This is an optimization exercise on Yosys and OpenROAD, whose aim is small area, not a production implementation.
Only simulation tests tie the RTL to the original design; equivalence was not proved.
Power and IR drop assume default switching activity.

`flow/design.v`:
```
module hx711_data_module(
    input  wire clk_100MHz,
    input  wire rst,
    input  wire [1:0] phase,
    input  wire DOUT,
    output reg  PD_SCK,
    output wire signed [23:0] RAW_VAL,
    output wire DATA_VALID,
    output reg  RAW_PEND           
);
    parameter CLKS_PER_HALF_CYCLE = 5;
    localparam [1:0] IDLE = 2'b00, READING_BITS = 2'b01, NEXT_CONV = 2'b10, CLEANUP = 2'b11;
    reg [1:0]  state;
    reg [4:0]  bit_index;
    reg [2:0]  counter;
    reg [23:0] read_val;
    reg        pend_bit;
    wire half_done = (counter >= CLKS_PER_HALF_CYCLE);
    wire shift_now = (state == READING_BITS) & PD_SCK & (counter == 3'd1);
    wire apply     = (phase == 2'd0);
    always @(posedge clk_100MHz) begin
        if (rst) begin
            read_val <= 24'b0;
            RAW_PEND <= 1'b0;
        end else if (apply) begin
            RAW_PEND <= 1'b0;
            if (shift_now | RAW_PEND)
                read_val <= {read_val[22:0], shift_now ? DOUT : pend_bit};
        end else if (shift_now) begin
            RAW_PEND <= 1'b1;
        end
        if (shift_now) pend_bit <= DOUT;
    end
    always @(posedge clk_100MHz) begin
        if (rst) begin
            state     <= IDLE;
            bit_index <= 5'd0;
            counter   <= 3'd0;
            PD_SCK    <= 1'b0;
        end else
        case (state)
            IDLE: begin
                bit_index <= 5'd0;
                counter   <= 3'd0;
                PD_SCK    <= 1'b0;
                if (!DOUT) state <= READING_BITS;
            end
            READING_BITS, NEXT_CONV: begin
                counter <= counter + 3'd1;
                if (half_done) begin
                    counter <= 3'd0;
                    PD_SCK  <= ~PD_SCK;
                    if (PD_SCK) begin
                        if (state == NEXT_CONV) state <= CLEANUP;
                        else begin
                            bit_index <= bit_index + 5'd1;
                            if (bit_index == 5'd23) state <= NEXT_CONV;
                        end
                    end
                end
            end
            CLEANUP: begin
                PD_SCK    <= 1'b0;
                counter   <= 3'd0;
                bit_index <= 5'd0;
                state     <= IDLE;
            end
        endcase
    end
    assign RAW_VAL    = read_val;
    assign DATA_VALID = (state == CLEANUP);
endmodule
module get_tare_and_calibration(
    input  wire        clk_100MHz,
    input  wire        rst,
    input  wire        rst_d,           
    input  wire [3:0]  T,
    input  wire        tare_button,
    input  wire        calib_button,
    input  wire        DATA_VALID,
    input  wire signed [23:0] RAW_VAL,
    output reg  signed [23:0] TARE,
    output reg  signed [23:0] CALIBRATE_VAL
);
    wire slow_en = (T == 4'd7);
    wire upd     = (T == 4'd12);
    reg t_dff0, t_dff1, t_dff2;
    reg c_dff0, c_dff1, c_dff2;
    always @(posedge clk_100MHz) begin
        if (rst) begin
            {t_dff0, t_dff1, t_dff2} <= 3'b0;
            {c_dff0, c_dff1, c_dff2} <= 3'b0;
        end else if (slow_en) begin
            {t_dff0, t_dff1, t_dff2} <= {tare_button, t_dff0, t_dff1};
            {c_dff0, c_dff1, c_dff2} <= {calib_button, c_dff0, c_dff1};
        end
    end
    wire tare_pulse  = upd & t_dff1 & ~t_dff2;
    wire calib_pulse = upd & c_dff1 & ~c_dff2;
    reg [2:0] dv_d;
    reg signed [23:0] last_raw_val;
    always @(posedge clk_100MHz) begin
        if (rst) dv_d <= 3'b0;
        else     dv_d <= {dv_d[1:0], DATA_VALID};
        if (dv_d[2] | rst_d) last_raw_val <= RAW_VAL;
    end
    reg [23:0] new_cal;
    reg c;
    integer i;
    always @* begin
        c = 1'b1;
        for (i = 0; i < 24; i = i + 1) begin
            new_cal[i] = last_raw_val[i] ^ ~TARE[i] ^ c;
            c = (last_raw_val[i] & ~TARE[i]) | (c & (last_raw_val[i] ^ ~TARE[i]));
        end
    end
    always @(posedge clk_100MHz) begin
        if (rst) begin
            TARE          <= 24'sd0;
            CALIBRATE_VAL <= 24'sd100000;
        end else begin
            if (tare_pulse) TARE <= last_raw_val;
            if (calib_pulse && new_cal != 24'd0) CALIBRATE_VAL <= new_cal;
        end
    end
endmodule
module output_calibrated_weight(
    input  wire clk,
    input  wire [1:0] phase,
    input  wire signed [23:0] TARE,
    input  wire signed [23:0] CALIBRATE_VAL,
    input  wire signed [23:0] RAW_VAL,
    output wire [24:0] CALIBRATED_OUTPUT
);
    function automatic [34:0] add35(input [34:0] a, input [34:0] b, input cin);
        reg c; integer i;
        begin
            c = cin;
            for (i = 0; i < 35; i = i + 1) begin
                add35[i] = a[i] ^ b[i] ^ c;
                c = (a[i] & b[i]) | (c & (a[i] ^ b[i]));
            end
        end
    endfunction
    function automatic [24:0] add25(input [24:0] a, input [24:0] b, input cin);
        reg c; integer i;
        begin
            c = cin;
            for (i = 0; i < 25; i = i + 1) begin
                add25[i] = a[i] ^ b[i] ^ c;
                c = (a[i] & b[i]) | (c & (a[i] ^ b[i]));
            end
        end
    endfunction
    wire [34:0] d  = add35({{11{RAW_VAL[23]}}, RAW_VAL}, ~{{11{TARE[23]}}, TARE}, 1'b1);
    wire [34:0] d3 = add35({{10{d[24]}}, d[24:0]}, {{9{d[24]}}, d[24:0], 1'b0}, 1'b0);
    wire [34:0] d5 = add35({{10{d[24]}}, d[24:0]}, {{8{d[24]}}, d[24:0], 2'b0}, 1'b0);
    wire [34:0] e  = add35({d3[24:0], 10'b0}, {{4{d3[26]}}, d3[26:0], 4'b0}, 1'b0);
    wire [34:0] Np = add35(e, {{7{d5[27]}}, d5[27:0]}, 1'b0);
    wire        sN = Np[34];
    reg [34:0] absN;
    reg        ci;
    integer i;
    always @* begin
        ci = sN;
        for (i = 0; i < 35; i = i + 1) begin
            absN[i] = Np[i] ^ sN ^ ci;
            ci = ci & (Np[i] ^ sN);
        end
    end
    wire [39:0] X = {1'b0, absN, 4'b0};
    wire [9:0] xin = (phase == 2'd1) ? X[39:30] :
                     (phase == 2'd2) ? X[29:20] :
                     (phase == 2'd3) ? X[19:10] : X[9:0];
    wire        sD   = CALIBRATE_VAL[23];
    wire [24:0] Dext = {sD, CALIBRATE_VAL};
    reg  [24:0] rem_q;    
    reg  [13:0] q_hi;     
    reg [24:0] r;
    reg [9:0]  qb;
    reg        sub;
    integer k;
    always @* begin
        r = (phase == 2'd1) ? 25'd0 : rem_q;
        for (k = 9; k >= 0; k = k - 1) begin
            sub   = ~(r[24] ^ sD);
            qb[k] = sub;
            r = add25({r[23:0], xin[k]}, Dext ^ {25{sub}}, sub);
        end
    end
    wire        rneg = r[24];
    wire        inc  = rneg & (sD ^ sN);
    wire [23:0] y    = {q_hi, qb} ^ {24{sN}};
    reg  [23:0] yi;
    reg         cy;
    integer m;
    always @* begin
        cy = inc;
        for (m = 0; m < 24; m = m + 1) begin
            yi[m] = y[m] ^ cy;
            cy = cy & y[m];
        end
    end
    wire [24:0] Q = {yi, ~rneg};
    assign CALIBRATED_OUTPUT = {Q[24], Q[23:0] ^ {24{Q[24]}}};
    always @(posedge clk) begin
        rem_q <= r;
        q_hi  <= {q_hi[3:0], qb};
    end
endmodule
module signed_bcd_driver(
    input  wire       CLK,
    input  wire       RST,
    input  wire       RST_D,
    input  wire [4:0] T,
    input  wire [24:0] SIGNED_INT_DISPLAY,
    output reg  [7:0] segment,
    output reg  [7:0] anode
);
    reg started4;   
    always @(posedge CLK) begin
        if (RST | RST_D)         started4 <= 1'b0;
        else if (T[1:0] == 2'd3) started4 <= 1'b1;
    end
    wire [24:0] st [0:24];
    assign st[0] = 25'd0;
    genvar gi, gj;
    generate for (gi = 0; gi < 24; gi = gi + 1) begin : g_step
        wire [24:0] adj;
        for (gj = 0; gj < 2; gj = gj + 1) begin : g_dig
            if (gi >= (gj == 0 ? 9 : 19)) begin : g_add
                b1000_fix u_fix(.a(st[gi][10*gj +: 10]), .o(adj[10*gj +: 10]));
            end else begin : g_keep
                assign adj[10*gj +: 10] = st[gi][10*gj +: 10];
            end
        end
        assign adj[24:20] = st[gi][24:20];
        assign st[gi+1] = {adj[23:0], SIGNED_INT_DISPLAY[23-gi]};
    end endgenerate
    wire [2:0] sel = T[4:2] - 3'd1;
    wire [9:0] b  = (sel <= 3'd2) ? st[24][9:0] :
                    (sel <= 3'd5) ? st[24][19:10] : {5'd0, st[24][24:20]};
    wire [1:0] p  = (sel == 3'd0 || sel == 3'd3 || sel == 3'd6) ? 2'd0 :
                    (sel == 3'd1 || sel == 3'd4) ? 2'd1 : 2'd2;
    wire [11:0] s2 [0:10];
    assign s2[0] = 12'd0;
    generate for (gi = 0; gi < 10; gi = gi + 1) begin : g_s2
        wire [11:0] adj;
        for (gj = 0; gj < 3; gj = gj + 1) begin : g_d2
            if (gi >= 3*gj+3+gj/3) begin : g_add
                bcd_add3 u_add3(.a(s2[gi][4*gj +: 4]), .o(adj[4*gj +: 4]));
            end else begin : g_keep
                assign adj[4*gj +: 4] = s2[gi][4*gj +: 4];
            end
        end
        assign s2[gi+1] = {adj[10:0], b[9-gi]};
    end endgenerate
    wire [3:0] code = (sel == 3'd7) ? {3'b101, ~SIGNED_INT_DISPLAY[24]} :
                      (p == 2'd0) ? s2[10][3:0] : (p == 2'd1) ? s2[10][7:4] : s2[10][11:8];
    reg  [3:0] dig;      
    always @(posedge CLK) begin
        if (RST | RST_D)         dig <= 4'd0;
        else if (T[1:0] == 2'd0) dig <= code;
    end
    always @* begin
        case (dig)
            4'b0000: segment = 8'b00000011;
            4'b0001: segment = 8'b10011111;
            4'b0010: segment = 8'b00100101;
            4'b0011: segment = 8'b00001101;
            4'b0100: segment = 8'b10011001;
            4'b0101: segment = 8'b01001001;
            4'b0110: segment = 8'b01000001;
            4'b0111: segment = 8'b00011111;
            4'b1000: segment = 8'b00000001;
            4'b1001: segment = 8'b00001001;
            4'b1010: segment = 8'b11111101;
            default: segment = 8'b11111111;
        endcase
        if (T >= 5'd13 && T <= 5'd16) segment[0] = 1'b0;
        if (RST_D) segment = 8'b11111111;
        anode = started4 ? ~(8'd1 << sel) : 8'b11111111;
    end
endmodule
module b1000_fix(input wire [9:0] a, output wire [9:0] o);
    wire g  = a[9] | (a[8] & a[7] & a[6] & a[5] & a[4] & (a[3] | a[2]));
    wire c3 = a[2] & g;
    wire c4 = (a[3] & g) | (c3 & (a[3] | g));
    wire c5 = a[4] & c4;
    wire c6 = a[5] & c5;
    wire c7 = a[6] & c6;
    wire c8 = a[7] & c7;
    assign o = {g, a[8] ^ c8, a[7] ^ c7, a[6] ^ c6, a[5] ^ c5, a[4] ^ c4,
                a[3] ^ g ^ c3, a[2] ^ g, a[1:0]};
endmodule
module bcd_add3(input wire [3:0] a, output wire [3:0] o);
    wire g = a[3] | (a[2] & (a[1] | a[0]));
    assign o[3] = g;
    assign o[2] = (a[2] & ~a[1] & ~a[0]) | (a[3] & a[0]);
    assign o[1] = a[1] ^ (g & ~a[0]);
    assign o[0] = a[0] ^ g;
endmodule
module UARTtx(
    input  wire clk_100MHz,
    input  wire rst,
    input  wire rst_d,
    input  wire [2:0] T,
    input  wire raw_pend,
    input  wire [24:0] WEIGHTED,
    output reg  tx
);
    reg        fs;      
    reg [3:0]  pc;      
    reg [1:0]  bc;      
    reg [24:0] sr;      
    reg        fix;
    wire tick      = (T == 3'd0) & ~rst_d;
    wire start_bit = ~fs & (pc == 4'd2);
    wire data_bit  = ~fs & (pc >= 4'd3) & (pc <= 4'd10);
    wire byte_end  = (pc == 4'd12);
    always @(posedge clk_100MHz) begin
        if (rst) begin
            tx  <= 1'b1;
            fs  <= 1'b1;
            fix <= 1'b0;
        end else begin
            if (T == 3'd6) fix <= raw_pend;
            if (tick) begin
                tx <= start_bit ? 1'b0 : data_bit ? sr[0] : 1'b1;
                if (fs | byte_end) fs <= ~fs & (bc == 2'd3);
            end
        end
        if (tick) begin
            pc <= (fs | byte_end) ? 4'd1 : pc + 4'd1;
            if (fs) bc <= 2'd0;
            else if (byte_end) bc <= bc + 2'd1;
        end
        if ((tick && fs) || (~fs && pc == 4'd1 && bc == 2'd0 && T == 3'd4 && fix))
            sr <= WEIGHTED;
        else if (tick && data_bit)
            sr <= {1'b0, sr[24:1]};
    end
endmodule
module top_module(
    input wire clk_100MHz,
    input wire rst,
    input wire DOUT,
    input wire tare_button,
    input wire calib_button,
    output wire PD_SCK,
    output wire [7:0] SEG,
    output wire [7:0] AN,
    output wire TX
);
    reg [4:0] T;      
    reg       rst_d;  
    always @(posedge clk_100MHz) begin
        rst_d <= rst;
        if (rst) T <= 5'd0;
        else     T <= T + 5'd1;
    end
    wire signed [23:0] RAW_VAL;
    wire        DATA_VALID;
    wire        RAW_PEND;
    wire signed [23:0] TARE;
    wire signed [23:0] CALIBRATE_VAL;
    wire [24:0] CALIBRATED_OUTPUT;
    hx711_data_module HX711(
        .clk_100MHz(clk_100MHz), .rst(rst), .phase(T[1:0]), .DOUT(DOUT),
        .PD_SCK(PD_SCK), .RAW_VAL(RAW_VAL), .DATA_VALID(DATA_VALID), .RAW_PEND(RAW_PEND)
    );
    get_tare_and_calibration GET_TARE_CAL(
        .clk_100MHz(clk_100MHz), .rst(rst), .rst_d(rst_d), .T(T[3:0]),
        .tare_button(tare_button), .calib_button(calib_button),
        .DATA_VALID(DATA_VALID), .RAW_VAL(RAW_VAL),
        .TARE(TARE), .CALIBRATE_VAL(CALIBRATE_VAL)
    );
    output_calibrated_weight CALC_WEIGHT(
        .clk(clk_100MHz), .phase(T[1:0]),
        .TARE(TARE), .CALIBRATE_VAL(CALIBRATE_VAL), .RAW_VAL(RAW_VAL),
        .CALIBRATED_OUTPUT(CALIBRATED_OUTPUT)
    );
    signed_bcd_driver DISPLAY(
        .CLK(clk_100MHz), .RST(rst), .RST_D(rst_d), .T(T),
        .SIGNED_INT_DISPLAY(CALIBRATED_OUTPUT), .segment(SEG), .anode(AN)
    );
    UARTtx UART(
        .clk_100MHz(clk_100MHz), .rst(rst), .rst_d(rst_d), .T(T[2:0]),
        .raw_pend(RAW_PEND), .WEIGHTED(CALIBRATED_OUTPUT), .tx(TX)
    );
endmodule
```
`flow/config.mk`:
```
export PLATFORM = sky130hd
export DESIGN_NAME = top_module
export DESIGN_NICKNAME = top_module
export VERILOG_FILES = /design/flow/design.v
export SDC_FILE = /design/flow/constraint.sdc
export NUM_CORES = 4
export LEC_CHECK = 0
export ABC_AREA = 1
export CAP_MARGIN = 20
export CORE_MARGIN = 2
export CORE_UTILIZATION = 45
export CTS_BUF_LIST = sky130_fd_sc_hd__clkbuf_16
export CTS_CLUSTER_DIAMETER = 100
export CTS_CLUSTER_SIZE = 30
export SLEW_MARGIN = 20
```
`flow/flow/area.abc`:
```
strash
dch -f
amap
topo
```
`flow/flow/remap.ys`:
```
# cells as their functions, except the ones kept as they are
read_liberty -ignore_miss_func @LIB@
read_verilog @IN@
hierarchy -top top_module
setattr -mod -set keep_hierarchy 1 @KEEP@
flatten top_module
opt_clean top_module
abc -script @ABC@ -liberty @LIB@ @DU@ top_module
opt_clean -purge top_module
hilomap -singleton -hicell sky130_fd_sc_hd__conb_1 HI -locell sky130_fd_sc_hd__conb_1 LO top_module
insbuf -buf sky130_fd_sc_hd__buf_4 A X top_module
opt_clean -purge top_module
select top_module
write_verilog -noattr -nohex -nodec -selected @OUT@
```
`flow/flow/run.sh`:
```
#!/bin/bash
# Layout flow: the standard synthesis, unchanged; then the combinational
# cells of its netlist are mapped again by ABC with an area-oriented mapper
# (flip-flops, full and half adders and tie cells are kept as they are, with
# their names); then the standard flow from floorplan to finish.
set -euo pipefail
R=$PWD/orfs/results/$FLOW_PLATFORM/top_module/base
L=$PWD/orfs/logs/$FLOW_PLATFORM/top_module/base
LIB=$FLOW_HOME/platforms/$FLOW_PLATFORM/lib/sky130_fd_sc_hd__tt_025C_1v80.lib
YOSYS=$FLOW_HOME/../tools/install/yosys/bin/yosys
[ -x "$YOSYS" ] || YOSYS=yosys

# 1. standard synthesis (writes 1_2_yosys.v)
bash standard.sh "$R/1_2_yosys.v" > std_synth.log 2>&1
cp "$R/1_2_yosys.v" "$R/1_2_yosys_std.v"

# 2. re-map the combinational logic
KEEP=$(grep -o 'sky130_fd_sc_hd__[a-z0-9_]*' "$R/1_2_yosys_std.v" | sort -u |
       grep -E '__(df|edf|sdf|dl|fa_|ha_|conb)' | tr '\n' ' ')
DU=$(grep -o -- '-dont_use [A-Za-z0-9_]*' "$L/1_2_yosys.log" | sort -u | tr '\n' ' ')
sed -e "s#@LIB@#$LIB#g" -e "s#@KEEP@#$KEEP#g" -e "s#@DU@#$DU#g" \
    -e "s#@IN@#$R/1_2_yosys_std.v#g" -e "s#@OUT@#$R/1_2_yosys.v#g" \
    -e "s#@ABC@#$PWD/flow/area.abc#g" flow/remap.ys > remap_run.ys
"$YOSYS" -l remap.log remap_run.ys > /dev/null 2>&1
sed -e "s#@LIB@#$LIB#g" -e "s#@OUT@#$R/1_2_yosys.v#g" flow/stat.ys > stat_run.ys
"$YOSYS" -l remap_stat.log stat_run.ys > /dev/null 2>&1

# 3. standard flow on the re-mapped netlist
bash standard.sh > std_finish.log 2>&1
```
`flow/constraint.sdc`:
```
create_clock -name core_clock -period 400.0 [get_ports {clk_100MHz}]
set_input_delay 80.0000 -clock core_clock [delete_from_list [all_inputs] [get_ports {clk_100MHz}]]
set_output_delay 80.0000 -clock core_clock [all_outputs]
set_load 0.01 [all_outputs]
```
`flow/standard.sh`:
```
#!/bin/bash
# synth_recipe.tcl (not shown) runs the flow's synth.tcl, then flattens the netlist and writes it again
# the make line also repeats each setting of config.mk as NAME=value (left out here)
make -C /OpenROAD-flow-scripts/flow DESIGN_CONFIG=/design/flow/config.mk WORK_HOME=/design/flow/orfs CLKGATE_MAP_FILE= SYNTH_SCRIPT=/design/flow/synth_recipe.tcl "${@:-finish}"
```
`flow/flow/stat.ys`:
```
read_liberty -lib @LIB@
read_verilog @OUT@
hierarchy -top top_module
check -assert
stat -liberty @LIB@
```
==> results of run 1 <==
==> state kept, by name, indices dropped and copies added (netlist names), 2 cells and up, named ones only <==
| register | flops |
|---|---|
| GET_TARE_CAL.CALIBRATE_VAL | 24 |
| T | 5 |
| HX711.read_val | 24 |
| CALC_WEIGHT.q_hi | 14 |
| CALC_WEIGHT.rem_q | 25 |
| HX711.bit_index | 5 |
| HX711.state | 2 |
| DISPLAY.dig | 4 |
| GET_TARE_CAL.dv_d | 3 |
| GET_TARE_CAL.last_raw_val | 24 |
| HX711.counter | 3 |
| UART.pc | 4 |
| UART.bc | 2 |
| UART.sr | 25 |
| GET_TARE_CAL.TARE | 24 |
==> worst min path at each step <==
stage	to	cells past startpoint	startpoint	slack [ns]
after global placement	CALC_WEIGHT.q_hi[12]$_DFF_P_	0	CALC_WEIGHT.q_hi[2]$_DFF_P_	0.36
after floorplan	CALC_WEIGHT.q_hi[10]$_DFF_P_	0	CALC_WEIGHT.q_hi[0]$_DFF_P_	0.35
==> layout by cell type (no fill, tap or decap), drive strengths merged, types with 15 or more instances in the layout <==
cell type	n
clkbuf	15
a221oi	40
clkinv	406
o221ai	25
nor2	190
fa	390
a22oi	37
a21oi	126
o22a	16
ha	205
nand3	18
o21ai	78
nand2	79
o22ai	266
buf	30
edfxtp	55
clkdlybuf4s50	21
dfxtp	154
==> layout make-up <==
class                   count  area share, %
repair buffers             51           1.79
multi-input cells        1592           66.7
clock inverters             9          0.669
well taps                 664           3.44
flip-flops and latches    209           19.6
inverters                 400           6.22
clock buffers              15           1.56
==> per-layer routing <==
metal	global-route usage [%]	wire length, um
met5	0	0
met4	5.10	1140
met3	2.70	2890
met2	38.7	26800
met1	29.8	23800
==> power by group through the flow <==
stage             Combinational, uW  Clock [uW]  Sequential [uW]
global placement              64100           0             1050
floorplan                     45600           0             1110
==> metrics by stage <==
stage	std cells	area, sq um	hold slack [ns]
4_1_cts	2940	24100	0.382
2_1_floorplan	2218	22400	0.352
5_1_grt	2940	24100	0.389
6_report	2940	24100	0.380
3_5_place_dp	2916	23600	0.365
3_3_place_gp	2916	23600	0.362
==> notes.md, run 1 <==
Final Max Tran Viols = 0
r2r worst-path depth = 596
ant diodes = 0
Hold Crit Depth = 0
hold_buf cts = 0
Post-Syn Nets = 2818
CP delay by family, top = adder cells
Setup violations, final = 0
DP Wirelength = 43000 um
GRT overflow = 0
Slew HR = 33.0%
WP depth = 596
CP Max Fanout = 85
slowest cell on the critical path = o31ai_1
NetSw = 37400 uW
final wirelength = 54700 um
min-delay src = CALC_WEIGHT.q_hi[2]$_DFF_P_
Seq group = 1040 uW
CP Launch Point = HX711.read_val[0]$_SDFFE_PP0P_
Placer Congestion = 0.852
Top Consumer = combinational cells
Die Y = 227 um
fin worst setup slack = 235.88 ns
CP peak stage delay = 0.66 ns
CTS Sinks = 209
Post-Synthesis Cells = 2218
reg2reg setup slack = 235.88 ns
Sequential Power Share = 1.6%
Sw Ratio = 57.3%
CP Launch Type = register
root buf cell = clkbuf_16
clock share of power = 0%
Multi-input gate area = 16100 sq um
DR iter-0 viols = 1088
Worst Hold Class = register to register
Worst Hold End = CALC_WEIGHT.q_hi[12]$_DFF_P_
die area = 51500 sq um
Crit path top cell by count = fa_1
# IOs = 23
post_cts resized = 0
row count = 81
dpl ws = 236.37 ns
combinational share of power = 98.4%
CTS max path bufs = 3
Max Freq = 6.09 MHz
PnR Total Power = 65300 uW
CP required = 400.36 ns
Bufs and invs on worst path = 80
CORE AREA = 49000 sq um
PwrDens = 2710 nW/um^2
Reg area = 4730 sq um
fill cell count = 4475
Critical Path AT = 164.49 ns
Leakage = 0.00923 uW
Max Cap Viol = 0
RSZ-0062 raised after global routing = false
total CTS buffers = 14
clock group power = 17.0 uW
area grow syn2layout = 7.88%
clk latency of the worst-skew pair = 0.52 ns
Port-buffer cells = 22
Comb power = 64300 uW
largest net degree at the start of global routing = 86
Reg2Reg Launch Point = HX711.read_val[0]$_SDFFE_PP0P_
share of cells above drive strength 1 = 2.94%
layout net count = 2868
CTS clock-pin slew for the worst setup and hold paths = 0.11 ns
Mapped Area = 22400 sq um
initial antenna violation count = 0
GRT Util Overall = 22.2%
post-CTS setup buffers = 0
Pint = 27900 uW
worst setup path category = register to register
CP Capture Type = register
CTS tree = yes
crit share post-route = 41.0%
Initial Util = 45.7%
vias in the first global route = 17700
Yosys Warn Count = 6
fin crit period = 164.12 ns
fin util = 49.3%
Final Hold Viols = 0
pin slew with the least headroom to its limit = 1.00 ns
Final Skew = 0.0253 ns
Via Count = 16800
VDD IR max = 2.94 mV
htree depth = 1
antenna violation net count after detailed routing = 0
router iterations before antenna repair = 5
Horiz. Die Dim = 227 um
Syn Area/Cell = 10.1 sq um
Vias/cell = 5.70
wire length per cell = 18.6 um
Fin Setup TNS = 0 ns
DRC = 0
first-pass GRT wire length = 90700 um
status = timing/DRC/antenna clean
==> inputs of run 2 (changes only) <==
--- a/flow/flow/run.sh
+++ b/flow/flow/run.sh
@@ -3,3 +3,3 @@
 # cells of its netlist are mapped again by ABC with an area-oriented mapper
-# (flip-flops, full and half adders and tie cells are kept as they are, with
+# (flip-flops, full adders and tie cells are kept as they are, with
 # their names); then the standard flow from floorplan to finish.
@@ -18,3 +18,3 @@
 KEEP=$(grep -o 'sky130_fd_sc_hd__[a-z0-9_]*' "$R/1_2_yosys_std.v" | sort -u |
-       grep -E '__(df|edf|sdf|dl|fa_|ha_|conb)' | tr '\n' ' ')
+       grep -E '__(df|edf|sdf|dl|fa_|conb)' | tr '\n' ' ')
 DU=$(grep -o -- '-dont_use [A-Za-z0-9_]*' "$L/1_2_yosys.log" | sort -u | tr '\n' ' ')
==> notes.md, run 2 <==
first-pass GRT wire length = 93900 um (+3.5%)
status = timing/DRC/antenna clean
Reg area = 4730 sq um (unchanged)
Post-Synthesis Cells = 2424 (+9.3%)
top sig layer = met4
Final Max Tran Viols = 0 (unchanged)
Fin Setup TNS = 0 ns (unchanged)
antenna violation net count after detailed routing = 0 (unchanged)
layout net count = 2874 (+0.21%)
Post-Syn Nets = 2819 (+0.035%)
post-CTS setup buffers = 0 (unchanged)
Top Consumer = combinational cells
wire length per cell = 18.4 um (-1.1%)
clock group power = 18.4 uW
worst setup path category = register to register
crit share post-route = 40.2% (-0.83 points)
Syn Area/Cell = 8.89 sq um (-12%)
Comb power = 59300 uW (-7.8%)
Final Hold Viols = 0 (unchanged)
Critical Path AT = 161.27 ns (-3.22 ns)
Slew HR = 32.5% (-0.52 points)
CTS tree = yes
CTS Sinks = 209 (unchanged)
reg2reg setup slack = 239.21 ns (+3.33 ns)
Inst Count DP = 3076 (+5.5%)
row count = 80 (-1.2%)
initial antenna violation count = 0 (unchanged)
DRC = 0 (unchanged)
Hold Crit Depth = 0 (unchanged)
final wirelength = 57100 um (+4.4%)
total CTS buffers = 16 (+2)
CP peak stage delay = 0.86 ns (+0.20 ns)
wl on met1 = 25500 um (+7.1%)
Pint = 25500 uW (-8.8%)
Die Y = 223 um (-1.8%)
Sw Ratio = 57.8% (+0.53 points)
PnR Total Power = 60300 uW (-7.7%)
# IOs = 23 (unchanged)
CTS clock-pin slew for the worst setup and hold paths = 0.11 ns (about the same)
routed wl met3 = 2590 um (-10%)
Via Count = 17900 (+6.7%)
Worst Hold Class = register to register
RSZ-0062 raised after global routing = false
Bufs and invs on worst path = 116 (+45%)
Max Cap Viol = 0 (unchanged)
CORE AREA = 47500 sq um (-2.9%)
share of cells above drive strength 1 = 2.89% (-0.051 points)
Horiz. Die Dim = 223 um (-1.8%)
largest net degree at the start of global routing = 74 (-14%)
Vias/cell = 5.76 (+1.0%)
PwrDens = 2590 nW/um^2 (-4.5%)
CP required = 400.48 ns (+0.12 ns)
DP Wirelength = 44500 um (+3.5%)
DR iter-0 viols = 1279 (+18%)
Initial Util = 45.3% (-0.36 points)
Multi-input gate area = 15200 sq um (-5.6%)
CP Launch Point = HX711.read_val[0]$_SDFFE_PP0P_
NetSw = 34900 uW (-6.8%)
clock share of power = 0% (unchanged)
CP Max Fanout = 28 (-67%)
Seq group = 973 uW (-6%)
fin crit period = 160.79 ns (-3.33 ns)
wire length on met2 = 27900 um (+3.8%)
router iterations before antenna repair = 7 (+2)
Max Freq = 6.22 MHz (+2.1%)
GRT Util Overall = 23.4% (+1.2 points)
vias in the first global route = 17900 (+1.0%)
Yosys Warn Count = 6 (unchanged)
CTS max path bufs = 3 (unchanged)
Crit path top cell by count = fa_1
clk latency of the worst-skew pair = 0.56 ns (+0.04 ns)
die area = 49700 sq um (-3.6%)
min-delay src = CALC_WEIGHT.q_hi[2]$_DFF_P_
commonest cells after routing, fill and taps aside = 425 x clkinv_1, 390 x fa_1, 284 x nor2_1
Reg2Reg Launch Point = HX711.read_val[0]$_SDFFE_PP0P_
Final Skew = 0.0399 ns (+0.0145 ns)
Leakage = 0.00808 uW (-13%)
Setup violations, final = 0 (unchanged)
pin slew with the least headroom to its limit = 1.00 ns (+0.00000647 ns)
Worst Hold End = CALC_WEIGHT.q_hi[12]$_DFF_P_
fill cell count = 4505 (+0.67%)
WP depth = 604 (+1.3%)
root buf cell = clkbuf_16
Placer Congestion = 0.905 (+6.2%)
CP Launch Type = register
area grow syn2layout = 8.19%
Min Hold Slack = 0.375 ns (-0.00514 ns)
CP Capture Type = register
Port-buffer cells = 22 (unchanged)
post_cts resized = 0 (unchanged)
most common cell after layout, fill and taps aside = clkinv_1
post-route cell area = 23300 sq um (-3.4%)
VDD IR max = 3.11 mV (+5.5%)
Sequential Power Share = 1.6% (about the same)
r2r worst-path depth = 604 (+1.3%)
ant diodes = 0 (unchanged)
Mapped Area = 21600 sq um (-3.6%)
htree depth = 1 (unchanged)
CP delay by family, top = adder cells
non-filler cells, final = 3104 (+5.6%)
GRT overflow = 0 (unchanged)
hold_buf cts = 0 (unchanged)
slowest cell on the critical path = o41ai_1
Largest regs = CALC_WEIGHT.rem_q x25, UART.sr x25
combinational share of power = 98.4% (about the same)
Placed Area = 22700 sq um (-3.6%)
## run 2: changes by cell type in the layout (fill, tap and decap cells not counted), sizes merged, moves of 16 or more
cell	change
ha	-205
nand2	+106
nor2	+94
o21ai	+92
a21oi	+53
nor3	+25
clkinv	+22
o22a	-16
## run 2: routing by layer
| metal | vias up | track usage, % |
|---|---|---|
| li1 | 8569 | - |
| met1 | 8765 | 32.6 |
| met2 | 458 | 40.5 |
| met3 | 92 | 2.34 |
| met4 | 0 | 3.98 |
| met5 | - | 0 |
## run 2: stage by stage
step,util (%),worst slack (ns)
detailed placement,47.8,240.70
global placement,47.8,242.53
floorplan,-,248.67
global route,49.0,228.63
finish,49.0,239.21
CTS,49.0,240.22
## run 2: final cells by class
cell class                 instances  area share [%]
clock inverter                    12           0.789
sequential                       209            20.3
inverter                         426            6.86
multi-input combinational       1774            65.1
clock buffer                      16            1.72
timing repair buffer              52            1.89
tap                              615            3.30
==> inputs of run 3 (changes only) <==
--- a/flow/design.v
+++ b/flow/design.v
@@ -36,4 +36,2 @@
             state     <= IDLE;
-            bit_index <= 5'd0;
-            counter   <= 3'd0;
             PD_SCK    <= 1'b0;
@@ -102,4 +100,3 @@
     always @(posedge clk_100MHz) begin
-        if (rst) dv_d <= 3'b0;
-        else     dv_d <= {dv_d[1:0], DATA_VALID};
+        dv_d <= {dv_d[1:0], DATA_VALID};
         if (dv_d[2] | rst_d) last_raw_val <= RAW_VAL;
@@ -321,2 +318,3 @@
     always @(posedge clk_100MHz) begin
+        if (T == 3'd6) fix <= raw_pend;    
         if (rst) begin
@@ -324,5 +322,3 @@
             fs  <= 1'b1;
-            fix <= 1'b0;
         end else begin
-            if (T == 3'd6) fix <= raw_pend;
             if (tick) begin
--- a/flow/config.mk
+++ b/flow/config.mk
@@ -14,2 +14,3 @@
 export CTS_CLUSTER_SIZE = 30
+export GPL_TIMING_DRIVEN = 0
 export SLEW_MARGIN = 20
==> notes.md, run 3 <==
NetSw = 34600 uW (-0.74%)
wire length per cell = 18.0 um (-2.0%)
Post-Syn Nets = 2774 (-1.6%)
commonest cells after routing, fill and taps aside = 390 x fa_1, 379 x clkinv_1, 305 x nor2_1
Comb power = 59600 uW (about the same)
Post-Synthesis Cells = 2379 (-1.9%)
CP Max Fanout = 24 (-14%)
worst setup path category = register to register
row count = 80 (unchanged)
post-CTS setup buffers = 0 (unchanged)
Slew HR = 28.1% (-4.4 points)
reg2reg setup slack = 237.17 ns (-2.04 ns)
total CTS buffers = 15 (-1)
root buf cell = clkbuf_16
CTS tree = yes
Vias/cell = 5.76 (about the same)
status = timing/DRC/antenna clean
Crit path top cell by count = fa_1
DR iter-0 viols = 1111 (-13%)
slowest cell on the critical path = o41ai_1
Min Hold Slack = 0.335 ns (-0.0393 ns)
CP required = 400.45 ns (-0.03 ns)
Fin Setup TNS = 0 ns (unchanged)
Hold Crit Depth = 0 (unchanged)
Placer Congestion = 0.857 (-5.3%)
# IOs = 23 (unchanged)
fin util = 49.7% (+0.69 points)
Mapped Area = 21500 sq um (-0.23%)
Sequential Power Share = 1.8% (+0.2 points)
combinational share of power = 98.2% (-0.2 points)
PwrDens = 2570 nW/um^2 (-0.59%)
final wirelength = 55200 um (-3.3%)
ant diodes = 0 (unchanged)
die area = 49600 sq um (-0.22%)
Inst Count DP = 3037 (-1.3%)
CP peak stage delay = 0.74 ns (-0.12 ns)
layout net count = 2834 (-1.4%)
hold_buf cts = 0 (unchanged)
DRC = 0 (unchanged)
Top Consumer = combinational cells
CTS clock-pin slew for the worst setup and hold paths = 0.11 ns (about the same)
share of cells above drive strength 1 = 3.02% (+0.13 points)
router iterations before antenna repair = 7 (unchanged)
min-delay src = GET_TARE_CAL.dv_d[0]$_DFF_P_
Setup violations, final = 0 (unchanged)
Sw Ratio = 57.0% (-0.76 points)
fin crit period = 162.83 ns (+2.04 ns)
antenna violation net count after detailed routing = 0 (unchanged)
Final Skew = 0.0303 ns (-0.00957 ns)
CTS Sinks = 209 (unchanged)
htree depth = 1 (unchanged)
GRT overflow = 0 (unchanged)
clock group power = 17.4 uW
first-pass GRT wire length = 92600 um (-1.4%)
post-route cell area = 23600 sq um (+1.2%)
Syn Area/Cell = 9.04 sq um (+1.7%)
vias in the first global route = 18300 (+2.5%)
CP Capture Type = register
most common cell after layout, fill and taps aside = fa_1
r2r worst-path depth = 594 (-1.7%)
GRT Util Overall = 23.0% (-0.40 points)
Seq group = 1070 uW (+10%)
Final Max Tran Viols = 0 (unchanged)
Largest regs = CALC_WEIGHT.rem_q x25, UART.sr x25
CP Launch Point = HX711.read_val[0]$_SDFFE_PP0P_
WP depth = 594 (-1.7%)
CORE AREA = 47400 sq um (-0.21%)
Max Freq = 6.14 MHz (-1.3%)
post_cts resized = 0 (unchanged)
Pint = 26100 uW (+2.4%)
CP delay by family, top = adder cells
Critical Path AT = 163.28 ns (+2.01 ns)
Horiz. Die Dim = 223 um (-0.11%)
Yosys Warn Count = 6 (unchanged)
CTS max path bufs = 3 (unchanged)
fill cell count = 4505 (unchanged)
Die Y = 223 um (-0.11%)
VDD IR max = 2.91 mV (-6.3%)
crit share post-route = 40.7% (+0.51 points)
area grow syn2layout = 9.72%
Final Hold Viols = 0 (unchanged)
DP Wirelength = 43400 um (-2.5%)
non-filler cells, final = 3062 (-1.4%)
Leakage = 0.00823 uW (+1.9%)
Multi-input gate area = 15400 sq um (+1.1%)
Reg2Reg Launch Point = HX711.read_val[0]$_SDFFE_PP0P_
Via Count = 17700 (-1.3%)
Bufs and invs on worst path = 93 (-20%)
Worst Hold End = GET_TARE_CAL.dv_d[1]$_DFF_P_
clock share of power = 0% (unchanged)
largest net degree at the start of global routing = 57 (-23%)
Max Cap Viol = 0 (unchanged)
Worst Hold Class = register to register
Reg area = 4820 sq um (+1.9%)
initial antenna violation count = 0 (unchanged)
clk latency of the worst-skew pair = 0.53 ns (-0.03 ns)
CP Launch Type = register
pin slew with the least headroom to its limit = 1.07 ns (+0.0627 ns)
Port-buffer cells = 22 (unchanged)
Placed Area = 23000 sq um (+1.3%)
Initial Util = 45.3% (about the same)
RSZ-0062 raised after global routing = false
==> run 3: worst max path at each step <==
stage                   to  slack, ns                      startpoint  cells past startpoint
floorplan         register     248.38  HX711.read_val[0]$_SDFFE_PP0P_                    583
global placement  register     225.99  HX711.read_val[0]$_SDFFE_PP0P_                    580
==> run 3: power groups by stage <==
stage	clock network, uW	registers (uW)	logic, uW
after floorplan	0	1120	45000
after global placement	0	939	46700
==> run 3: metrics by stage <==
step / setup WS [ns] / total power, uW
2_1_floorplan: 248.38 / 46100
3_3_place_gp: 225.99 / 47700
3_5_place_dp: 238.60 / 61000
4_1_cts: 238.27 / 61100
5_1_grt: 226.72 / 65300
6_report: 237.17 / 60700
==> run 3: area by class of cell <==
class                      count  area share, %
buffer                         8          0.255
clock buffer                  15           1.59
clock inverter                10          0.774
inverter                     381           6.07
multi-input combinational   1781           65.1
sequential                   209           20.4
tap                          615           3.26
timing repair buffer          43           2.48
==> run 3: metal layers <==
metal	GRT usage (%)	vias to the layer above	share of wire, %
met5	0	-	0
met4	5.93	0	2.3
met3	2.33	93	4.4
met2	40.1	418	49
met1	30.8	8658	44
li1	-	8481	-
==> inputs of run 4 (changes only) <==
--- a/flow/config.mk
+++ b/flow/config.mk
@@ -14,3 +14,2 @@
 export CTS_CLUSTER_SIZE = 30
-export GPL_TIMING_DRIVEN = 0
 export SLEW_MARGIN = 20
==> notes.md, run 4 <==
Syn Area/Cell = 9.04 sq um (unchanged)
Sequential Power Share = 1.6% (-0.2 points)
CP Capture Type = register
Port-buffer cells = 22 (unchanged)
fin crit period = 160.26 ns (-2.57 ns)
Vias/cell = 5.70 (-1.1%)
DRC = 0 (unchanged)
CP required = 400.39 ns (-0.06 ns)
CP Max Fanout = 25 (+4.2%)
slowest cell on the critical path = o41ai_1
CP delay by family, top = adder cells
Leakage = 0.00813 uW (-1.2%)
NetSw = 37800 uW (+9.2%)
layout net count = 2835 (+0.035%)
CP peak stage delay = 0.73 ns (about the same)
total CTS buffers = 14 (-1)
DR iter-0 viols = 1203 (+8.3%)
commonest cells after routing, fill and taps aside = 390 x fa_1, 380 x clkinv_1, 307 x nor2_1
Final Hold Viols = 0 (unchanged)
Bufs and invs on worst path = 96 (+3.2%)
WP depth = 596 (+0.34%)
htree depth = 1 (unchanged)
most common cell after layout, fill and taps aside = fa_1
RSZ-0062 raised after global routing = false
PwrDens = 2810 nW/um^2 (+9.2%)
initial antenna violation count = 3 (+3)
DP Wirelength = 44300 um (+1.9%)
CP Launch Type = register
root buf cell = clkbuf_16
non-filler cells, final = 3063 (+0.033%)
Initial Util = 45.3% (unchanged)
Post-Synthesis Cells = 2379 (unchanged)
post_cts resized = 0 (unchanged)
hold_buf cts = 0 (unchanged)
ant diodes = 0 (unchanged)
min-delay src = GET_TARE_CAL.dv_d[1]$_DFF_P_
status = timing/DRC/antenna clean
Post-Syn Nets = 2774 (unchanged)
GRT Util Overall = 23.8% (+0.73 points)
Placer Congestion = 0.872 (+1.8%)
Worst Hold End = GET_TARE_CAL.dv_d[2]$_DFF_P_
Final Skew = 0.0393 ns (+0.00898 ns)
CORE AREA = 47400 sq um (unchanged)
Seq group = 1050 uW (about the same)
crit share post-route = 40.1% (-0.64 points)
row count = 80 (unchanged)
fin util = 49.0% (-0.76 points)
combinational share of power = 98.4% (+0.2 points)
CTS tree = yes
CTS max path bufs = 3 (unchanged)
GRT overflow = 0 (unchanged)
worst setup path category = register to register
vias in the first global route = 18000 (-1.9%)
Largest regs = CALC_WEIGHT.rem_q x25, UART.sr x25
CP Launch Point = HX711.read_val[0]$_SDFFE_PP0P_
Horiz. Die Dim = 223 um (unchanged)
Worst Hold Class = register to register
Inst Count DP = 3039 (+0.066%)
Critical Path AT = 160.66 ns (-2.62 ns)
r2r worst-path depth = 596 (+0.34%)
wire length per cell = 18.7 um (+3.5%)
Max Cap Viol = 0 (unchanged)
# IOs = 23 (unchanged)
Top Consumer = combinational cells
area grow syn2layout = 8.05%
router iterations before antenna repair = 5 (-2)
Max Freq = 6.24 MHz (+1.6%)
Die Y = 223 um (unchanged)
VDD IR max = 2.88 mV (-1.1%)
clock share of power = 0% (unchanged)
first-pass GRT wire length = 94600 um (+2.1%)
Fin Setup TNS = 0 ns (unchanged)
CTS Sinks = 209 (unchanged)
Mapped Area = 21500 sq um (unchanged)
pin slew with the least headroom to its limit = 1.06 ns (-0.0107 ns)
Pint = 27400 uW (+5.3%)
largest net degree at the start of global routing = 76 (+33%)
clk latency of the worst-skew pair = 0.52 ns (about the same)
Slew HR = 29.5% (+1.5 points)
die area = 49600 sq um (unchanged)
final wirelength = 57200 um (+3.6%)
CTS clock-pin slew for the worst setup and hold paths = 0.11 ns (about the same)
post-CTS setup buffers = 0 (unchanged)
Sw Ratio = 57.9% (+0.89 points)
Crit path top cell by count = fa_1
Yosys Warn Count = 6 (unchanged)
antenna violation net count after detailed routing = 0 (unchanged)
Final Max Tran Viols = 0 (unchanged)
Reg2Reg Launch Point = HX711.read_val[0]$_SDFFE_PP0P_
reg2reg setup slack = 239.74 ns (+2.57 ns)
Setup violations, final = 0 (unchanged)
Comb power = 64200 uW (+7.7%)
share of cells above drive strength 1 = 2.86% (-0.16 points)
Via Count = 17500 (-1.1%)
Hold Crit Depth = 0 (unchanged)
clock group power = 16.1 uW
==> run 4: cell types whose count changed in the layout (fill, tap and decap cells not counted), sizes merged <==
cell      delta
buf          +2
inv          +2
clkinvlp     +2
clkinv       -5
==> run 4: power groups by stage <==
stage / logic (uW) / clock network (uW) / registers, uW
after global placement: 63900 / 0 / 1050
after floorplan: 45000 / 0 / 1120
==> run 4: worst max-delay path by stage <==
stage,startpoint,slack (ns),endpoint
floorplan,HX711.read_val[0]$_SDFFE_PP0P_,248.38,register
global placement,HX711.read_val[0]$_SDFFE_PP0P_,243.19,register
==> run 4: routing by layer <==
metal	share of wire, %	track usage [%]
met5	0	0
met4	2.1	4.63
met2	49	40.9
met3	5.8	3.95
met1	43	31.8
==> run 4: cell type report <==
| class | instances | area, sq um |
|---|---|---|
| well taps | 615 | 769 |
| inverters | 381 | 1430 |
| fillers | 4577 | 24200 |
| multi-input cells | 1781 | 15300 |
| repair buffers | 53 | 448 |
| flip-flops and latches | 209 | 4820 |
| clock buffers | 15 | 375 |
| clock inverters | 9 | 110 |
==> run 4: metrics by stage <==
stage / instance area, sq um / setup slack, ns / power, uW / hold WS [ns]
3_3_place_gp: 22700 / 243.19 / 64900 / 0.312
4_1_cts: 23200 / 240.63 / 65700 / 0.339
6_report: 23200 / 239.74 / 65200 / 0.338
2_1_floorplan: 21500 / 248.38 / 46100 / 0.310
5_1_grt: 23200 / 229.61 / 70200 / 0.342
3_5_place_dp: 22700 / 240.93 / 65300 / 0.312
==> inputs of run 5 (changes only) <==
==> flow/flow/area.abc (replaced) <==
strash
dch
amap
topo
==> notes.md, run 5 <==
CTS clock-pin slew for the worst setup and hold paths = 0.11 ns (about the same)
Pint = 28000 uW (+2.0%)
Min Hold Slack = 0.331 ns (-0.00783 ns)
clock group power = 16.8 uW
RSZ-0062 raised after global routing = false
Inst Count DP = 3001 (-1.3%)
Largest regs = CALC_WEIGHT.rem_q x25, UART.sr x25
crit share post-route = 41.1% (+1.0 points)
PwrDens = 2910 nW/um^2 (+3.5%)
combinational share of power = 98.3% (about the same)
hold_buf cts = 0 (unchanged)
non-filler cells, final = 3026 (-1.2%)
CP Launch Point = HX711.read_val[0]$_SDFFE_PP0P_
fill cell count = 4374 (-4.4%)
CTS Sinks = 209 (unchanged)
Worst Hold Class = register to register
wire length per cell = 18.6 um (-0.39%)
die area = 49300 sq um (-0.48%)
CTS max path bufs = 3 (unchanged)
r2r worst-path depth = 611 (+2.5%)
Leakage = 0.00803 uW (-1.2%)
Vias/cell = 5.76 (+1.0%)
NetSw = 39200 uW (+3.8%)
Critical Path AT = 164.80 ns (+4.14 ns)
Seq group = 1090 uW (+4%)
CP delay by family, top = adder cells
DR iter-0 viols = 985 (-18%)
router iterations before antenna repair = 5 (unchanged)
area grow syn2layout = 8.06% (about the same)
Syn Area/Cell = 9.08 sq um (+0.48%)
fin crit period = 164.41 ns (+4.14 ns)
antenna violation net count after detailed routing = 0 (unchanged)
commonest cells after routing, fill and taps aside = 407 x clkinv_1, 390 x fa_1, 294 x nor2_1
CP Launch Type = register
root buf cell = clkbuf_16
slowest cell on the critical path = o41ai_1
Max Freq = 6.08 MHz (-2.5%)
DRC = 0 (unchanged)
fin worst setup slack = 235.60 ns (-4.14 ns)
Crit path top cell by count = fa_1
Final Hold Viols = 0 (unchanged)
Sequential Power Share = 1.6% (about the same)
most common cell after layout, fill and taps aside = clkinv_1
CP Capture Type = register
htree depth = 1 (unchanged)
Initial Util = 45.8% (+0.45 points)
reg2reg setup slack = 235.60 ns (-4.14 ns)
Max Cap Viol = 0 (unchanged)
GRT Util Overall = 23.2% (-0.56 points)
Mapped Area = 21400 sq um (-0.49%)
Via Count = 17400 (-0.21%)
Bufs and invs on worst path = 111 (+16%)
GRT overflow = 0 (unchanged)
# IOs = 23 (unchanged)
dpl ws = 236.90 ns (-4.03 ns)
Post-Syn Nets = 2751 (-0.83%)
CP Max Fanout = 87 (+250%)
VDD IR max = 3.46 mV (+20%)
clk latency of the worst-skew pair = 0.54 ns (+0.02 ns)
pin slew with the least headroom to its limit = 1.04 ns (-0.0173 ns)
CTS tree = yes
CP required = 400.40 ns (about the same)
Horiz. Die Dim = 222 um (-0.24%)
layout net count = 2805 (-1.1%)
post-CTS setup buffers = 0 (unchanged)
Port-buffer cells = 22 (unchanged)
row count = 79 (-1.3%)
largest net degree at the start of global routing = 88 (+16%)
Yosys Warn Count = 6 (unchanged)
Top Consumer = combinational cells
DP Wirelength = 43400 um (-1.9%)
clock share of power = 0% (unchanged)
Fin Setup TNS = 0 ns (unchanged)
worst setup path category = register to register
vias in the first global route = 17700 (-1.7%)
total CTS buffers = 14 (unchanged)
Hold Crit Depth = 0 (unchanged)
Setup violations, final = 0 (unchanged)
first-pass GRT wire length = 92600 um (-2.1%)
initial antenna violation count = 0 (-3)
status = timing/DRC/antenna clean
Reg2Reg Launch Point = HX711.read_val[0]$_SDFFE_PP0P_
Die Y = 222 um (-0.24%)
CP peak stage delay = 0.90 ns (+0.17 ns)
share of cells above drive strength 1 = 2.65% (-0.21 points)
Worst Hold End = GET_TARE_CAL.dv_d[1]$_DFF_P_
Comb power = 66100 uW (+3%)
Final Skew = 0.0529 ns (+0.0136 ns)
min-delay src = GET_TARE_CAL.dv_d[0]$_DFF_P_
Slew HR = 30.0% (+0.42 points)
WP depth = 611 (+2.5%)
Post-Synthesis Cells = 2356 (-0.97%)
final wirelength = 56200 um (-1.6%)
CORE AREA = 46800 sq um (-1.5%)
post_cts resized = 0 (unchanged)
Placer Congestion = 0.896 (+2.7%)
Sw Ratio = 58.4% (+0.44 points)
Final Max Tran Viols = 0 (unchanged)
[run 5: routing by layer]
layer / track usage (%) / routed length, um / vias to the layer above
li1: - / - / 8383
met1: 31.0 / 24500 / 8591
met2: 40.0 / 27700 / 392
met3: 3.67 / 3100 / 61
met4: 4.69 / 995 / 0
met5: 0 / 0 / -
[run 5: area by class of cell]
type	count	area, sq um	area share [%]
timing repair buffer	47	403	1.74
multi-input combinational	1732	15100	65.3
tap	607	759	3.28
clock buffer	14	350	1.52
antenna	1	2.50	0.0108
clock inverter	10	163	0.703
sequential	209	4820	20.9
inverter	406	1520	6.59
[run 5: stage by stage]
step | instance area (sq um) | utilization, % | total power, uW
5_1_grt | 23100 | 49.5 | 71800
3_5_place_dp | 22600 | 48.3 | 67900
2_1_floorplan | 21400 | - | 48300
6_report | 23100 | 49.5 | 67200
4_1_cts | 23100 | 49.4 | 68100
3_3_place_gp | 22600 | 48.3 | 66000
==> inputs of run 6 (changes only) <==
==> flow/flow/area.abc (replaced) <==
strash
dch -f
amap
topo
--- a/flow/config.mk
+++ b/flow/config.mk
@@ -8,3 +8,3 @@
 export ABC_AREA = 1
-export CAP_MARGIN = 20
+export CAP_MARGIN = 0
 export CORE_MARGIN = 2
@@ -14,2 +14,2 @@
 export CTS_CLUSTER_SIZE = 30
-export SLEW_MARGIN = 20
+export SLEW_MARGIN = 0
==> notes.md, run 6 <==
status = timing/DRC/antenna clean
CP delay by family, top = adder cells
Bufs and invs on worst path = 96 (-14%)
CP Launch Point = HX711.read_val[0]$_SDFFE_PP0P_
commonest cells after routing, fill and taps aside = 390 x fa_1, 380 x clkinv_1, 307 x nor2_1
Horiz. Die Dim = 223 um (+0.24%)
Leakage = 0.00812 uW (+1.2%)
DP Wirelength = 44300 um (+1.9%)
Post-Synthesis Cells = 2379 (+0.98%)
ant diodes = 0 (-1)
Post-Syn Nets = 2774 (+0.84%)
reg2reg setup slack = 239.75 ns (+4.15 ns)
clock share of power = 0% (unchanged)
Max Cap Viol = 0 (unchanged)
r2r worst-path depth = 596 (-2.5%)
Seq group = 1050 uW (-4%)
CTS Sinks = 209 (unchanged)
most common cell after layout, fill and taps aside = fa_1
pin slew with the least headroom to its limit = 1.23 ns (+0.195 ns)
router iterations before antenna repair = 5 (unchanged)
first-pass GRT wire length = 94600 um (+2.2%)
# IOs = 23 (unchanged)
share of cells above drive strength 1 = 2.86% (+0.21 points)
Final Max Tran Viols = 0 (unchanged)
Yosys Warn Count = 6 (unchanged)
combinational share of power = 98.4% (about the same)
Setup violations, final = 0 (unchanged)
Via Count = 17400 (-0.023%)
row count = 80 (+1.3%)
Critical Path AT = 160.64 ns (-4.16 ns)
RSZ-0062 raised after global routing = false
CP required = 400.39 ns (about the same)
PnR Total Power = 65000 uW (-3.2%)
layout net count = 2835 (+1.1%)
CP Capture Type = register
min-delay src = GET_TARE_CAL.dv_d[1]$_DFF_P_
wire length per cell = 18.7 um (+0.39%)
largest net degree at the start of global routing = 76 (-14%)
Multi-input gate area = 15300 sq um (+1.1%)
area grow syn2layout = 8.01% (about the same)
Comb power = 64000 uW (-3.2%)
Port-buffer cells = 22 (unchanged)
vias in the first global route = 18000 (+1.7%)
dpl ws = 240.93 ns (+4.03 ns)
fin crit period = 160.25 ns (-4.15 ns)
Hold Crit Depth = 0 (unchanged)
NetSw = 37600 uW (-4.1%)
Initial Util = 45.3% (-0.45 points)
clock group power = 16.1 uW
Max Freq = 6.24 MHz (+2.6%)
Crit path top cell by count = fa_1
hold_buf cts = 0 (unchanged)
fin util = 49.0% (-0.50 points)
PwrDens = 2800 nW/um^2 (-3.7%)
Final Hold Viols = 0 (unchanged)
antenna violation net count after detailed routing = 0 (unchanged)
CP Max Fanout = 25 (-71%)
Largest regs = CALC_WEIGHT.rem_q x25, UART.sr x25
post_cts resized = 0 (unchanged)
Sequential Power Share = 1.6% (about the same)
CTS max path bufs = 3 (unchanged)
Slew HR = 17.7% (-12 points)
DR iter-0 viols = 1164 (+18%)
CORE AREA = 47400 sq um (+1.5%)
VDD IR max = 2.87 mV (-17%)
fin worst setup slack = 239.75 ns (+4.15 ns)
htree depth = 1 (unchanged)
crit share post-route = 40.1% (-1.0 points)
slowest cell on the critical path = o41ai_1
final wirelength = 57200 um (+1.6%)
Fin Setup TNS = 0 ns (unchanged)
root buf cell = clkbuf_16
Pint = 27400 uW (-2.1%)
total CTS buffers = 14 (unchanged)
WP depth = 596 (-2.5%)
Syn Area/Cell = 9.04 sq um (-0.48%)
Final Skew = 0.0413 ns (-0.0116 ns)
initial antenna violation count = 3 (+3)
Worst Hold End = GET_TARE_CAL.dv_d[2]$_DFF_P_
Top Consumer = combinational cells
CTS tree = yes
DRC = 0 (unchanged)
worst setup path category = register to register
GRT Util Overall = 23.8% (+0.56 points)
Vias/cell = 5.69 (-1.2%)
Mapped Area = 21500 sq um (+0.49%)
Die Y = 223 um (+0.24%)
post-CTS setup buffers = 0 (unchanged)
Sw Ratio = 57.9% (-0.50 points)
die area = 49600 sq um (+0.48%)
CP peak stage delay = 0.73 ns (-0.17 ns)
clk latency of the worst-skew pair = 0.53 ns (about the same)
fill cell count = 4576 (+4.6%)
Worst Hold Class = register to register
Reg2Reg Launch Point = HX711.read_val[0]$_SDFFE_PP0P_
Reg area = 4820 sq um (unchanged)
GRT overflow = 0 (unchanged)
Placer Congestion = 0.872 (-2.7%)
CTS clock-pin slew for the worst setup and hold paths = 0.11 ns (about the same)
CP Launch Type = register
-- run 6: how the worst max path moves through the flow --
stage / from / to / slack [ns] / cells past startpoint
global placement: HX711.read_val[0]$_SDFFE_PP0P_ / register / 243.19 / 596
floorplan: HX711.read_val[0]$_SDFFE_PP0P_ / register / 248.38 / 583
-- run 6: final cells by class --
| class | instances | share of cell area [%] |
|---|---|---|
| multi-input combinational | 1781 | 65.7 |
| clock inverter | 9 | 0.474 |
| sequential | 209 | 20.8 |
| inverter | 381 | 6.16 |
| timing repair buffer | 53 | 1.93 |
| tap | 615 | 3.31 |
| clock buffer | 15 | 1.62 |
-- run 6: metal layers --
metal / track usage [%] / vias up / wire, um
li1: - / 8442 / -
met1: 31.8 / 8466 / 24900
met2: 40.9 / 435 / 27800
met3: 3.95 / 80 / 3240
met4: 4.63 / 0 / 1170
met5: 0 / - / 0
-- run 6: power groups by stage --
stage	clock network, uW	registers, uW	logic [uW]
global placement	0	1050	63900
floorplan	0	1120	45000
-- run 6: through the flow --
step                cell area [sq um]  hold slack, ns  instances
finish                          23200           0.338       3063
global route                    23200           0.342       3063
CTS                             23200           0.339       3063
detailed placement              22700           0.312       3039
global placement                22700           0.312       3039
floorplan                       21500           0.310       2379
==> inputs of run 7 (changes only) <==
--- a/flow/design.v
+++ b/flow/design.v
@@ -79,2 +79,4 @@
     input  wire signed [23:0] RAW_VAL,
+    input  wire [23:0] new_cal,         
+    output reg  signed [23:0] last_raw_val,
     output reg  signed [23:0] TARE,
@@ -98,3 +100,2 @@
     reg [2:0] dv_d;
-    reg signed [23:0] last_raw_val;
     always @(posedge clk_100MHz) begin
@@ -103,12 +104,2 @@
     end
-    reg [23:0] new_cal;
-    reg c;
-    integer i;
-    always @* begin
-        c = 1'b1;
-        for (i = 0; i < 24; i = i + 1) begin
-            new_cal[i] = last_raw_val[i] ^ ~TARE[i] ^ c;
-            c = (last_raw_val[i] & ~TARE[i]) | (c & (last_raw_val[i] ^ ~TARE[i]));
-        end
-    end
     always @(posedge clk_100MHz) begin
@@ -129,2 +120,4 @@
     input  wire signed [23:0] RAW_VAL,
+    input  wire signed [23:0] LAST,
+    output wire [23:0] NEW_CAL,
     output wire [24:0] CALIBRATED_OUTPUT
@@ -151,3 +144,5 @@
     endfunction
-    wire [34:0] d  = add35({{11{RAW_VAL[23]}}, RAW_VAL}, ~{{11{TARE[23]}}, TARE}, 1'b1);
+    wire [23:0] minuend = (phase == 2'd0) ? LAST : RAW_VAL;
+    wire [34:0] d  = add35({{11{minuend[23]}}, minuend}, ~{{11{TARE[23]}}, TARE}, 1'b1);
+    assign NEW_CAL = d[23:0];
     wire [34:0] d3 = add35({{10{d[24]}}, d[24:0]}, {{9{d[24]}}, d[24:0], 1'b0}, 1'b0);
@@ -167,2 +162,8 @@
     end
+    reg        sN_q;
+    reg  [5:0] absN_lo;
+    always @(posedge clk) begin
+        sN_q    <= sN;
+        absN_lo <= absN[5:0];
+    end
     wire [39:0] X = {1'b0, absN, 4'b0};
@@ -170,3 +171,3 @@
                      (phase == 2'd2) ? X[29:20] :
-                     (phase == 2'd3) ? X[19:10] : X[9:0];
+                     (phase == 2'd3) ? X[19:10] : {absN_lo, 4'b0};
     wire        sD   = CALIBRATE_VAL[23];
@@ -188,4 +189,4 @@
     wire        rneg = r[24];
-    wire        inc  = rneg & (sD ^ sN);
-    wire [23:0] y    = {q_hi, qb} ^ {24{sN}};
+    wire        inc  = rneg & (sD ^ sN_q);
+    wire [23:0] y    = {q_hi, qb} ^ {24{sN_q}};
     reg  [23:0] yi;
@@ -363,2 +364,4 @@
     wire [24:0] CALIBRATED_OUTPUT;
+    wire signed [23:0] LAST;
+    wire [23:0] NEW_CAL;
     hx711_data_module HX711(
@@ -370,4 +373,4 @@
         .tare_button(tare_button), .calib_button(calib_button),
-        .DATA_VALID(DATA_VALID), .RAW_VAL(RAW_VAL),
-        .TARE(TARE), .CALIBRATE_VAL(CALIBRATE_VAL)
+        .DATA_VALID(DATA_VALID), .RAW_VAL(RAW_VAL), .new_cal(NEW_CAL),
+        .last_raw_val(LAST), .TARE(TARE), .CALIBRATE_VAL(CALIBRATE_VAL)
     );
@@ -376,3 +379,3 @@
         .TARE(TARE), .CALIBRATE_VAL(CALIBRATE_VAL), .RAW_VAL(RAW_VAL),
-        .CALIBRATED_OUTPUT(CALIBRATED_OUTPUT)
+        .LAST(LAST), .NEW_CAL(NEW_CAL), .CALIBRATED_OUTPUT(CALIBRATED_OUTPUT)
     );
==> flow/flow/area.abc (replaced) <==
strash
dch
amap
topo
--- a/flow/config.mk
+++ b/flow/config.mk
@@ -8,3 +8,3 @@
 export ABC_AREA = 1
-export CAP_MARGIN = 0
+export CAP_MARGIN = 20
 export CORE_MARGIN = 2
@@ -14,2 +14,2 @@
 export CTS_CLUSTER_SIZE = 30
-export SLEW_MARGIN = 0
+export SLEW_MARGIN = 20
==> notes.md, run 7 <==
status = timing/DRC/antenna clean
DR iter-0 viols = 1282 (+10%)
Top Consumer = combinational cells
die area = 49100 sq um (-0.87%)
post-CTS setup buffers = 0 (unchanged)
wire length per cell = 19.2 um (+2.6%)
Mapped Area = 21300 sq um (-0.89%)
CP required = 400.45 ns (+0.06 ns)
antenna violation net count after detailed routing = 0 (unchanged)
reg2reg setup slack = 239.01 ns (-0.74 ns)
DP Wirelength = 44700 um (+0.96%)
Multi-input gate area = 14800 sq um (-2.8%)
Final Skew = 0.0411 ns (-0.000152 ns)
CORE AREA = 46700 sq um (-1.7%)
hold_buf cts = 0 (unchanged)
vias in the first global route = 18000 (+0.20%)
CTS Sinks = 216 (+3.3%)
Worst Hold End = GET_TARE_CAL.dv_d[2]$_DFF_P_
post-route cell area = 23000 sq um (-0.86%)
Worst Hold Class = register to register
Comb power = 66100 uW (+3.3%)
fin crit period = 160.99 ns (+0.738 ns)
Vias/cell = 5.86 (+3.1%)
Placed Area = 22500 sq um (-0.85%)
CP Max Fanout = 57 (+130%)
share of cells above drive strength 1 = 2.95% (+0.093 points)
CTS clock-pin slew for the worst setup and hold paths = 0.12 ns (about the same)
final wirelength = 58300 um (+2.1%)
Max Cap Viol = 0 (unchanged)
fill cell count = 4466 (-2.4%)
Reg area = 4960 sq um (+2.9%)
CP Capture Type = register
first-pass GRT wire length = 97200 um (+2.8%)
CTS tree = yes
router iterations before antenna repair = 7 (+2)
VDD IR max = 3.96 mV (+38%)
clk latency of the worst-skew pair = 0.53 ns (about the same)
Placer Congestion = 0.922 (+5.7%)
min-delay src = GET_TARE_CAL.dv_d[1]$_DFF_P_
# IOs = 23 (unchanged)
Sw Ratio = 58.3% (+0.44 points)
Post-Syn Nets = 2743 (-1.1%)
Bufs and invs on worst path = 104 (+8.3%)
Slew HR = 28.8% (+11 points)
root buf cell = clkbuf_16
commonest cells after routing, fill and taps aside = 410 x clkinv_1, 368 x fa_1, 294 x nor2_1
Largest regs = CALC_WEIGHT.rem_q x25, UART.sr x25
PwrDens = 2920 nW/um^2 (+4.2%)
r2r worst-path depth = 608 (+2.0%)
NetSw = 39200 uW (+4.1%)
row count = 79 (-1.3%)
ant diodes = 0 (unchanged)
RSZ-0062 raised after global routing = false
Seq group = 1100 uW (+5%)
Hold Crit Depth = 0 (unchanged)
Sequential Power Share = 1.6% (about the same)
Final Hold Viols = 0 (unchanged)
CTS max path bufs = 3 (unchanged)
Die Y = 222 um (-0.44%)
htree depth = 1 (unchanged)
Setup violations, final = 0 (unchanged)
Pint = 28000 uW (+2.2%)
total CTS buffers = 14 (unchanged)
Syn Area/Cell = 8.99 sq um (-0.51%)
Final Max Tran Viols = 0 (unchanged)
Horiz. Die Dim = 222 um (-0.44%)
slowest cell on the critical path = o41ai_1
area grow syn2layout = 8.05% (about the same)
clock group power = 16.1 uW
WP depth = 608 (+2.0%)
Via Count = 17900 (+2.5%)
CP Launch Type = register
Leakage = 0.00785 uW (-3.3%)
clock share of power = 0% (unchanged)
initial antenna violation count = 0 (-3)
pin slew with the least headroom to its limit = 1.07 ns (-0.166 ns)
fin util = 49.4% (+0.40 points)
CP delay by family, top = adder cells
Initial Util = 45.7% (+0.36 points)
crit share post-route = 40.2% (+0.18 points)
Fin Setup TNS = 0 ns (unchanged)
largest net degree at the start of global routing = 58 (-24%)
Max Freq = 6.21 MHz (-0.46%)
post_cts resized = 0 (unchanged)
Post-Synthesis Cells = 2370 (-0.38%)
GRT overflow = 0 (unchanged)
DRC = 0 (unchanged)
Crit path top cell by count = fa_1
layout net count = 2804 (-1.1%)
CP Launch Point = T[1]$_SDFF_PP0_
GRT Util Overall = 24.4% (+0.63 points)
CP peak stage delay = 0.78 ns (+0.05 ns)
Port-buffer cells = 22 (unchanged)
Reg2Reg Launch Point = T[1]$_SDFF_PP0_
Yosys Warn Count = 6 (unchanged)
Critical Path AT = 161.44 ns (+0.80 ns)
most common cell after layout, fill and taps aside = clkinv_1
worst setup path category = register to register
combinational share of power = 98.3% (about the same)
## run 7: through the flow
step,setup slack (ns),hold WS [ns],cells,power (uW)
global route,228.54,0.358,3046,72200
global placement,242.39,0.313,3022,66200
CTS,239.55,0.342,3046,67700
finish,239.01,0.340,3046,67200
detailed placement,240.00,0.313,3022,67600
floorplan,247.49,0.310,2370,46800
## run 7: per-layer routing
metal  global-route usage, %  share of wire, %  up-vias
met1                    34.4                44     8746
met5                       0                 0        -
met2                    39.9                47      542
met4                    5.30               2.2        0
met3                    3.67               6.6       71
li1                        -                 -     8496
## run 7: final cells by class
class / instances / share of cell area [%]
well taps: 607 / 3.30
clock buffers: 15 / 1.63
inverters: 410 / 6.68
repair buffers: 54 / 1.98
multi-input cells: 1735 / 64.4
clock inverters: 9 / 0.418
flip-flops and latches: 216 / 21.6

-- what the ideal ports hide --
Ports are ideal in the flow. The routed layouts listed here were re-timed in OpenROAD.
Step 1 sets driving cells, clkbuf_16 on the clock port and buf_2 on the other inputs (assumed; they add their load-dependent delay and slew).
Step 2 moves the port delays by t, midway between the first and last clock arrival at a register: inputs arrive t later, outputs are due t later. That takes back most of the time a late clock gives input paths.
a / b / c = no drivers / after step 1 / after step 2; a / b = the first two.
run	t (ns)	slack for setup (ns)	clock arrival spread, ns	slew at the worst register clock pin (ns)	worst slew at a driven data input, ns
run 1	0.564	235.879 / 235.879 / 235.879	0.025 / 0.025	0.11 / 0.11	0.04
run 2	0.586	239.208 / 239.208 / 239.208	0.039 / 0.040	0.11 / 0.11	0.06
run 3	0.565	237.169 / 237.169 / 237.169	0.030 / 0.030	0.11 / 0.11	0.04
run 4	0.559	239.737 / 239.737 / 239.737	0.040 / 0.039	0.11 / 0.11	0.04
run 5	0.571	235.595 / 235.595 / 235.595	0.053 / 0.053	0.11 / 0.11	0.06
run 6	0.559	239.749 / 239.749 / 239.749	0.041 / 0.042	0.11 / 0.11	0.04
run 7	0.565	239.011 / 239.011 / 239.011	0.041 / 0.041	0.12 / 0.12	0.05
After both steps setup and hold are still met in every run listed.
